Source: an optimization exercise on an open RTL-to-GDS flow (aim: small area, a short achievable clock period and few clock cycles). Production flows keep margins and buffers that such runs may drop.

==> inputs of 08-25 <==
## MTX_MUL
module MTX_MUL( MP, ready, m1, m2, load, clk );
	input[7:0] m1, m2;
	input load, clk;
	output[17:0] MP;
	output ready;
	reg [4:0] cnt;
	reg pl, run, rdyn;
	wire [4:0] idx = ( load & ~pl ) ? 5'd0 : cnt;
	always @( posedge clk ) begin
		pl  <= load;
		cnt <= idx + 5'd1;
		run <= load | ( run & ( idx != 5'd31 ) );
		rdyn <= ~( run & ( idx >= 5'd15 ) & ( idx != 5'd31 ) );
	end
	reg [7:0] a [0:12];
	integer k;
	always @( posedge clk ) begin
		a[0] <= m1;
		for( k = 1; k < 13; k = k + 1 ) a[k] <= a[k-1];
	end
	reg [7:0] ar0, ar1, ar2, ar3;
	always @( posedge clk ) begin
		if( idx[1:0] == 2'b01 ) begin
			ar0 <= a[12];
			ar1 <= a[11];
		end
		if( idx[1:0] == 2'b10 ) begin
			ar2 <= a[11];
			ar3 <= a[10];
		end
	end
	reg [7:0] b0 [0:3];
	reg [7:0] b1 [0:3];
	reg [7:0] b2 [0:3];
	reg [7:0] b3 [0:3];
	always @( posedge clk ) begin
		b0[0] <= ( load && idx[3:2] == 2'd0 ) ? m2 : b0[3];
		b1[0] <= ( load && idx[3:2] == 2'd1 ) ? m2 : b1[3];
		b2[0] <= ( load && idx[3:2] == 2'd2 ) ? m2 : b2[3];
		b3[0] <= ( load && idx[3:2] == 2'd3 ) ? m2 : b3[3];
		for( k = 1; k < 4; k = k + 1 ) begin
			b0[k] <= b0[k-1];
			b1[k] <= b1[k-1];
			b2[k] <= b2[k-1];
			b3[k] <= b3[k-1];
		end
	end
	wire [7:0] b0t = b0[1];
	wire [7:0] b1t = b1[1];
	wire [7:0] b2t = b2[2];
	wire [7:0] b3t = b3[2];
	reg [16:0] cs1a, cs1b;
	reg [17:0] cs2a, cs2b;
  ...
==> flow/config.mk <==
export PLATFORM = sky130hd
export DESIGN_NAME = MTX_MUL
export DESIGN_NICKNAME = MTX_MUL
export VERILOG_FILES = /design/flow/design.v
export SDC_FILE = /design/flow/constraint.sdc
export NUM_CORES = 4
export LEC_CHECK = 0
export ABC_CLOCK_PERIOD_IN_PS = 4000
export CAP_MARGIN = 20
export CORE_MARGIN = 2
export CORE_UTILIZATION = 75
export CTS_BUF_LIST = sky130_fd_sc_hd__clkbuf_8
export CTS_CLUSTER_DIAMETER = 50
export CTS_CLUSTER_SIZE = 20
export SETUP_SLACK_MARGIN = 5.0
export SLEW_MARGIN = 20
export SYNTH_HIERARCHICAL = 1
export SYNTH_MINIMUM_KEEP_SIZE = 0
==> flow/constraint.sdc <==
create_clock -name core_clock -period 9.0 [get_ports {clk}]
set_input_delay 1.8000 -clock core_clock [delete_from_list [all_inputs] [get_ports {clk}]]
set_output_delay 1.8000 -clock core_clock [all_outputs]
set_load 0.01 [all_outputs]
run.sh (not shown) runs the stock make flow with config.mk's settings and CLKGATE_MAP_FILE= SYNTH_SCRIPT=/design/flow/synth_recipe.tcl, a recipe that flattens the netlist after the stock synthesis.
==> inputs of 08-03, as changes to 08-25 <==
--- a/flow/design.v
+++ b/flow/design.v
@@ -8,31 +8,31 @@
 	reg pl, run, rdyn;
 	wire [4:0] idx = ( load & ~pl ) ? 5'd0 : cnt;
 	always @( posedge clk ) begin
 		pl  <= load;
 		cnt <= idx + 5'd1;
 		run <= load | ( run & ( idx != 5'd31 ) );
 		rdyn <= ~( run & ( idx >= 5'd15 ) & ( idx != 5'd31 ) );
 	end
-	reg [7:0] a [0:12];
+	reg [7:0] a [0:11];
 	integer k;
 	always @( posedge clk ) begin
 		a[0] <= m1;
-		for( k = 1; k < 13; k = k + 1 ) a[k] <= a[k-1];
+		for( k = 1; k < 12; k = k + 1 ) a[k] <= a[k-1];
 	end
 	reg [7:0] ar0, ar1, ar2, ar3;
 	always @( posedge clk ) begin
-		if( idx[1:0] == 2'b01 ) begin
-			ar0 <= a[12];
-			ar1 <= a[11];
+		if( idx[1:0] == 2'b00 ) begin
+			ar0 <= a[11];
+			ar1 <= a[10];
 		end
-		if( idx[1:0] == 2'b10 ) begin
-			ar2 <= a[11];
-			ar3 <= a[10];
+		if( idx[1:0] == 2'b01 ) begin
+			ar2 <= a[10];
+			ar3 <= a[9];
 		end
 	end
 	reg [7:0] b0 [0:3];
 	reg [7:0] b1 [0:3];
 	reg [7:0] b2 [0:3];
 	reg [7:0] b3 [0:3];
 	always @( posedge clk ) begin
 		b0[0] <= ( load && idx[3:2] == 2'd0 ) ? m2 : b0[3];
@@ -41,22 +41,23 @@
 		b3[0] <= ( load && idx[3:2] == 2'd3 ) ? m2 : b3[3];
 		for( k = 1; k < 4; k = k + 1 ) begin
 			b0[k] <= b0[k-1];
 			b1[k] <= b1[k-1];
 			b2[k] <= b2[k-1];
 			b3[k] <= b3[k-1];
 		end
 	end
-	wire [7:0] b0t = b0[1];
-	wire [7:0] b1t = b1[1];
-	wire [7:0] b2t = b2[2];
-	wire [7:0] b3t = b3[2];
+	wire [7:0] b0t = b0[0];
+	wire [7:0] b1t = b1[0];
+	wire [7:0] b2t = b2[1];
+	wire [7:0] b3t = b3[1];
 	reg [16:0] cs1a, cs1b;
 	reg [17:0] cs2a, cs2b;
+	reg [17:0] mp;
 	wire s1_1, s1_2, s1_3, s1_4, s1_5, s1_6, s1_7, s1_8, s1_9, s1_10, s1_11, s1_12, s1_13, s1_14, s1_15, s1_16, s1_17, s1_18, s1_19, s1_20, s1_21, s1_22, s1_23, s1_24, s1_25, s1_26, s1_27, s1_28, s1_29, s1_30, s1_31, s1_32, s1_33, s1_34, s1_35, s1_36, s1_37, s1_38, s1_39, s1_40, s1_41, s1_42, s1_43, s1_44, s1_45, s1_46, s1_47, s1_48, s1_49, s1_50, s1_51, s1_52, s1_53, s1_54, s1_55, s1_56, s1_57, s1_58, s1_59, s1_60, s1_61, s1_62, s1_63, s1_64, s1_65, s1_66, s1_67, s1_68, s1_69, s1_70, s1_71, s1_72, s1_73, s1_74, s1_75, s1_76, s1_77, s1_78, s1_79, s1_80, s1_81, s1_82, s1_83, s1_84, s1_85, s1_86, s1_87, s1_88, s1_89, s1_90, s1_91, s1_92, s1_93, s1_94, s1_95, s1_96, s1_97, s1_98, s1_99, s1_100, s1_101, s1_102, s1_103, s1_104, s1_105, s1_106, s1_107, s1_108, s1_109, s1_110, s1_111, s1_112, s1_113, s1_114, s1_115, s1_116, s1_117, s1_118, s1_119, s1_120, s1_121, s1_122, s1_123, s1_124, s1_125, s1_126, s1_127, s1_128, s1_129, s1_130, s1_131, s1_132, s1_133, s1_134, s1_135, s1_136, s1_137, s1_138, s1_139, s1_140, s1_141, s1_142, s1_143, s1_144, s1_145, s1_146, s1_147, s1_148, s1_149, s1_150, s1_151, s1_152, s1_153, s1_154, s1_155, s1_156, s1_157, s1_158, s1_159, s1_160, s1_161, s1_162, s1_163, s1_164, s1_165, s1_166, s1_167, s1_168, s1_169, s1_170, s1_171, s1_172, s1_173, s1_174, s1_175, s1_176, s1_177, s1_178, s1_179, s1_180, s1_181, s1_182, s1_183, s1_184, s1_185, s1_186, s1_187, s1_188, s1_189, s1_190, s1_191, s1_192, s1_193, s1_194, s1_195, s1_196, s1_197, s1_198, s1_199, s1_200, s1_201, s1_202, s1_203, s1_204, s1_205, s1_206, s1_207, s1_208, s1_209, s1_210;
 	MTX_FA u_s1_1 ( .a( ~( ar0[0] & b0t[6] ) ), .b( ~( ar0[1] & b0t[5] ) ), .c( 1'b1 ), .s( s1_1 ), .co( s1_2 ) );
 	MTX_FA u_s1_3 ( .a( ~( ar0[0] & b0t[7] ) ), .b( ~( ar0[1] & b0t[6] ) ), .c( ~( ar0[2] & b0t[5] ) ), .s( s1_3 ), .co( s1_4 ) );
 	MTX_FA u_s1_5 ( .a( ~( ar0[3] & b0t[4] ) ), .b( ~( ar0[4] & b0t[3] ) ), .c( ~( ar0[5] & b0t[2] ) ), .s( s1_5 ), .co( s1_6 ) );
 	MTX_FA u_s1_7 ( .a( ~( ar0[1] & b0t[7] ) ), .b( ~( ar0[2] & b0t[6] ) ), .c( ~( ar0[3] & b0t[5] ) ), .s( s1_7 ), .co( s1_8 ) );
 	MTX_FA u_s1_9 ( .a( ~( ar0[4] & b0t[4] ) ), .b( ~( ar0[5] & b0t[3] ) ), .c( 1'b1 ), .s( s1_9 ), .co( s1_10 ) );
 	MTX_FA u_s1_11 ( .a( ~( ar0[2] & b0t[7] ) ), .b( ~( ar0[3] & b0t[6] ) ), .c( 1'b1 ), .s( s1_11 ), .co( s1_12 ) );
 	MTX_FA u_s1_13 ( .a( ~( ar0[0] & b0t[4] ) ), .b( ~( ar0[1] & b0t[3] ) ), .c( 1'b1 ), .s( s1_13 ), .co( s1_14 ) );
@@ -300,19 +301,20 @@
 	MTX_FA u_s2_273 ( .a( cs1a[16] ), .b( cs1b[16] ), .c( s2_240 ), .s( s2_273 ), .co( s2_274 ) );
 	wire [17:0] s2a = { s2_274, s2_273, s2_271, s2_269, s2_267, s2_265, s2_263, s2_261, s2_259, s2_257, s2_255, s2_253, s2_251, s2_249, s2_247, s2_245, s2_243, s2_209 };
 	wire [17:0] s2b = { 1'b1, s2_272, s2_270, s2_268, s2_266, s2_264, s2_262, s2_260, s2_258, s2_256, s2_254, s2_252, s2_250, s2_248, s2_246, s2_244, s2_242, s2_241 };
 	always @( posedge clk ) begin
 		cs1a <= s1a;
 		cs1b <= s1b;
 		cs2a <= s2a;
 		cs2b <= s2b;
+		mp <= ~( cs2a + cs2b + 18'd1 );
 	end
 	assign ready = ~( rdyn | load );
-	assign MP = ~( cs2a + cs2b + 18'd1 );
+	assign MP = mp;
 endmodule
 module MTX_FA( a, b, c, s, co );
 	input a, b, c;
 	output s, co;
 	assign s = a ^ b ^ c;
 	assign co = ( a & b ) | ( a & c ) | ( b & c );
 endmodule
 module MTX_HAN( a, b, s, co );
==> flow/flow/run.sh (new file) <==
#!/bin/bash
# The standard layout (standard.sh), with two changes: ports are buffered with
# buf_1 instead of the default buffer, and CTS uses clkbuf_8 sink clusters
# without dummy loads. Each tool's output goes to flow.log here.
set -euo pipefail
bash standard.sh \
  "BUFFER_PORTS_ARGS=-buffer_cell sky130_fd_sc_hd__buf_1" \
  "CTS_ARGS=-sink_clustering_enable -repair_clock_nets -sink_clustering_size 16 -sink_clustering_max_diameter 50 -buf_list {sky130_fd_sc_hd__clkbuf_4 sky130_fd_sc_hd__clkbuf_8} -dont_use_dummy_load" \
  finish > flow.log 2>&1
==> flow/standard.sh (new file) <==
#!/bin/bash
# synth_recipe.tcl (not shown) runs the flow's synth.tcl, then flattens the netlist and writes it again
# the make line also repeats each setting of config.mk as NAME=value (left out here)
make -C /OpenROAD-flow-scripts/flow DESIGN_CONFIG=/design/flow/config.mk WORK_HOME=/design/flow/orfs CLKGATE_MAP_FILE= SYNTH_SCRIPT=/design/flow/synth_recipe.tcl "${@:-finish}"
==> flow/config.mk (replaced) <==
export PLATFORM = sky130hd
export DESIGN_NAME = MTX_MUL
export DESIGN_NICKNAME = MTX_MUL
export VERILOG_FILES = /design/flow/design.v
export SDC_FILE = /design/flow/constraint.sdc
export NUM_CORES = 4
export LEC_CHECK = 0
export ABC_CLOCK_PERIOD_IN_PS = 4000
export CAP_MARGIN = 20
export CORE_MARGIN = 2
export CORE_UTILIZATION = 85
export CTS_BUF_LIST = sky130_fd_sc_hd__clkbuf_8
export CTS_CLUSTER_DIAMETER = 50
export CTS_CLUSTER_SIZE = 20
export SETUP_SLACK_MARGIN = 5.0
export SLEW_MARGIN = 20
export SYNTH_HIERARCHICAL = 1
export SYNTH_MINIMUM_KEEP_SIZE = 0
removed: flow/run.sh
==> inputs of 02-09, as changes to 08-25 <==
--- a/flow/design.v
+++ b/flow/design.v
@@ -8,31 +8,31 @@
 	reg pl, run, rdyn;
 	wire [4:0] idx = ( load & ~pl ) ? 5'd0 : cnt;
 	always @( posedge clk ) begin
 		pl  <= load;
 		cnt <= idx + 5'd1;
 		run <= load | ( run & ( idx != 5'd31 ) );
 		rdyn <= ~( run & ( idx >= 5'd15 ) & ( idx != 5'd31 ) );
 	end
-	reg [7:0] a [0:12];
+	reg [7:0] a [0:11];
 	integer k;
 	always @( posedge clk ) begin
 		a[0] <= m1;
-		for( k = 1; k < 13; k = k + 1 ) a[k] <= a[k-1];
+		for( k = 1; k < 12; k = k + 1 ) a[k] <= a[k-1];
 	end
 	reg [7:0] ar0, ar1, ar2, ar3;
 	always @( posedge clk ) begin
-		if( idx[1:0] == 2'b01 ) begin
-			ar0 <= a[12];
-			ar1 <= a[11];
+		if( idx[1:0] == 2'b00 ) begin
+			ar0 <= a[11];
+			ar1 <= a[10];
 		end
-		if( idx[1:0] == 2'b10 ) begin
-			ar2 <= a[11];
-			ar3 <= a[10];
+		if( idx[1:0] == 2'b01 ) begin
+			ar2 <= a[10];
+			ar3 <= a[9];
 		end
 	end
 	reg [7:0] b0 [0:3];
 	reg [7:0] b1 [0:3];
 	reg [7:0] b2 [0:3];
 	reg [7:0] b3 [0:3];
 	always @( posedge clk ) begin
 		b0[0] <= ( load && idx[3:2] == 2'd0 ) ? m2 : b0[3];
@@ -41,22 +41,23 @@
 		b3[0] <= ( load && idx[3:2] == 2'd3 ) ? m2 : b3[3];
 		for( k = 1; k < 4; k = k + 1 ) begin
 			b0[k] <= b0[k-1];
 			b1[k] <= b1[k-1];
 			b2[k] <= b2[k-1];
 			b3[k] <= b3[k-1];
 		end
 	end
-	wire [7:0] b0t = b0[1];
-	wire [7:0] b1t = b1[1];
-	wire [7:0] b2t = b2[2];
-	wire [7:0] b3t = b3[2];
+	wire [7:0] b0t = b0[0];
+	wire [7:0] b1t = b1[0];
+	wire [7:0] b2t = b2[1];
+	wire [7:0] b3t = b3[1];
 	reg [16:0] cs1a, cs1b;
 	reg [17:0] cs2a, cs2b;
+	reg [17:0] mp;
 	wire s1_1, s1_2, s1_3, s1_4, s1_5, s1_6, s1_7, s1_8, s1_9, s1_10, s1_11, s1_12, s1_13, s1_14, s1_15, s1_16, s1_17, s1_18, s1_19, s1_20, s1_21, s1_22, s1_23, s1_24, s1_25, s1_26, s1_27, s1_28, s1_29, s1_30, s1_31, s1_32, s1_33, s1_34, s1_35, s1_36, s1_37, s1_38, s1_39, s1_40, s1_41, s1_42, s1_43, s1_44, s1_45, s1_46, s1_47, s1_48, s1_49, s1_50, s1_51, s1_52, s1_53, s1_54, s1_55, s1_56, s1_57, s1_58, s1_59, s1_60, s1_61, s1_62, s1_63, s1_64, s1_65, s1_66, s1_67, s1_68, s1_69, s1_70, s1_71, s1_72, s1_73, s1_74, s1_75, s1_76, s1_77, s1_78, s1_79, s1_80, s1_81, s1_82, s1_83, s1_84, s1_85, s1_86, s1_87, s1_88, s1_89, s1_90, s1_91, s1_92, s1_93, s1_94, s1_95, s1_96, s1_97, s1_98, s1_99, s1_100, s1_101, s1_102, s1_103, s1_104, s1_105, s1_106, s1_107, s1_108, s1_109, s1_110, s1_111, s1_112, s1_113, s1_114, s1_115, s1_116, s1_117, s1_118, s1_119, s1_120, s1_121, s1_122, s1_123, s1_124, s1_125, s1_126, s1_127, s1_128, s1_129, s1_130, s1_131, s1_132, s1_133, s1_134, s1_135, s1_136, s1_137, s1_138, s1_139, s1_140, s1_141, s1_142, s1_143, s1_144, s1_145, s1_146, s1_147, s1_148, s1_149, s1_150, s1_151, s1_152, s1_153, s1_154, s1_155, s1_156, s1_157, s1_158, s1_159, s1_160, s1_161, s1_162, s1_163, s1_164, s1_165, s1_166, s1_167, s1_168, s1_169, s1_170, s1_171, s1_172, s1_173, s1_174, s1_175, s1_176, s1_177, s1_178, s1_179, s1_180, s1_181, s1_182, s1_183, s1_184, s1_185, s1_186, s1_187, s1_188, s1_189, s1_190, s1_191, s1_192, s1_193, s1_194, s1_195, s1_196, s1_197, s1_198, s1_199, s1_200, s1_201, s1_202, s1_203, s1_204, s1_205, s1_206, s1_207, s1_208, s1_209, s1_210;
 	MTX_FA u_s1_1 ( .a( ~( ar0[0] & b0t[6] ) ), .b( ~( ar0[1] & b0t[5] ) ), .c( 1'b1 ), .s( s1_1 ), .co( s1_2 ) );
 	MTX_FA u_s1_3 ( .a( ~( ar0[0] & b0t[7] ) ), .b( ~( ar0[1] & b0t[6] ) ), .c( ~( ar0[2] & b0t[5] ) ), .s( s1_3 ), .co( s1_4 ) );
 	MTX_FA u_s1_5 ( .a( ~( ar0[3] & b0t[4] ) ), .b( ~( ar0[4] & b0t[3] ) ), .c( ~( ar0[5] & b0t[2] ) ), .s( s1_5 ), .co( s1_6 ) );
 	MTX_FA u_s1_7 ( .a( ~( ar0[1] & b0t[7] ) ), .b( ~( ar0[2] & b0t[6] ) ), .c( ~( ar0[3] & b0t[5] ) ), .s( s1_7 ), .co( s1_8 ) );
 	MTX_FA u_s1_9 ( .a( ~( ar0[4] & b0t[4] ) ), .b( ~( ar0[5] & b0t[3] ) ), .c( 1'b1 ), .s( s1_9 ), .co( s1_10 ) );
 	MTX_FA u_s1_11 ( .a( ~( ar0[2] & b0t[7] ) ), .b( ~( ar0[3] & b0t[6] ) ), .c( 1'b1 ), .s( s1_11 ), .co( s1_12 ) );
 	MTX_FA u_s1_13 ( .a( ~( ar0[0] & b0t[4] ) ), .b( ~( ar0[1] & b0t[3] ) ), .c( 1'b1 ), .s( s1_13 ), .co( s1_14 ) );
@@ -300,19 +301,20 @@
 	MTX_FA u_s2_273 ( .a( cs1a[16] ), .b( cs1b[16] ), .c( s2_240 ), .s( s2_273 ), .co( s2_274 ) );
 	wire [17:0] s2a = { s2_274, s2_273, s2_271, s2_269, s2_267, s2_265, s2_263, s2_261, s2_259, s2_257, s2_255, s2_253, s2_251, s2_249, s2_247, s2_245, s2_243, s2_209 };
 	wire [17:0] s2b = { 1'b1, s2_272, s2_270, s2_268, s2_266, s2_264, s2_262, s2_260, s2_258, s2_256, s2_254, s2_252, s2_250, s2_248, s2_246, s2_244, s2_242, s2_241 };
 	always @( posedge clk ) begin
 		cs1a <= s1a;
 		cs1b <= s1b;
 		cs2a <= s2a;
 		cs2b <= s2b;
+		mp <= ~( cs2a + cs2b + 18'd1 );
 	end
 	assign ready = ~( rdyn | load );
-	assign MP = ~( cs2a + cs2b + 18'd1 );
+	assign MP = mp;
 endmodule
 module MTX_FA( a, b, c, s, co );
 	input a, b, c;
 	output s, co;
 	assign s = a ^ b ^ c;
 	assign co = ( a & b ) | ( a & c ) | ( b & c );
 endmodule
 module MTX_HAN( a, b, s, co );
==> run notes <==
|  | 02-09 | 08-25 | 08-03 |
|---|---|---|---|
| Worst setup SP type | primary input | flop | - |
| Final weighted congestion in routability-driven placement | 0.887 | 0.901 | 0.939 |
| Simple logic cell fraction of the synthesized area | 0.0787 | 0.0824 | 0.0787 |
| CP most frequent cell | buf_2 | inv_2 | - |
| Placeable core region | 0.0194 mm2 | 0.0189 mm2 | - |
| Number of antenna violations at the first check in global routing | 0 | 0 | - |
| Terminus of the critical flop-to-flop path | cs2a[9] | cs2a[9] | - |
| Clock tree from TritonCTS | built | built | - |
| Kind of critical path | in -> out | reg -> out | - |
| Remaining Overflow, GRT | 0 | 0 | - |
| Number of flip-flops under the largest register name | 96 | 104 | - |
| WP depth | 3 | 12 | - |
| Combined area of all synthesized cells | 0.0148 mm2 | 0.0146 mm2 | 0.0148 mm2 |
| Crit path buf inv count | 2 | 4 | - |
| Setup Skew | 27.9 ps | 39.9 ps | - |
| Run status | no timing/DRC/antenna violations | no timing/DRC/antenna violations | aborted with a tool error |
| Last stage reached | - | - | detailed placement |
| Number of cells on the worst reg-to-reg path | 7 | 7 | - |
| Number of cells produced by synthesis | 1087 | 1081 | 1087 |
| Worst setup endpoint | ready | MP[12] | - |
| Hold depth | 0 | 0 | - |
| Clock tree sinks | 349 | 339 | - |
| Final non-clock buffer share | 0.0221 | 0.0278 | - |
| Wire length the detailed router placed on met1 | 10400 um | 10700 um | - |
Function was not checked in any run of this note: the RTL went through the layout flow alone.

-- what the ideal ports hide --
No port has a modelled driver above. Below, the same layouts with a new extraction and two added sets of constraints.
Step 1 (the two cells are an assumption about what drives the block):
set clk [get_ports {clk}]
set_driving_cell -lib_cell sky130_fd_sc_hd__clkbuf_16 $clk
set_driving_cell -lib_cell sky130_fd_sc_hd__buf_2 [delete_from_list [all_inputs] $clk]
Step 2 adds t to the input delays and takes it off the output delays; t is the mean of the earliest and latest rising clock arrival at the registers after step 1. Input paths then give back, and output paths get back, about the clock's delay inside the block.
a / b / c = ideal ports / drivers / drivers and shift; a / b = the first two.
run | t, ns | setup slack, ns | worst setup path after step 2
08-25 | 0.621 | 4.565 / 4.520 / 5.018 | input to output
02-09 | 0.617 | 5.046 / 5.025 / 5.025 | input to output
After both steps every run listed still meets setup and hold. For 02-09, which loses most, drivers alone change the setup slack by -0.021 ns; drivers and shift together by -0.021 ns.
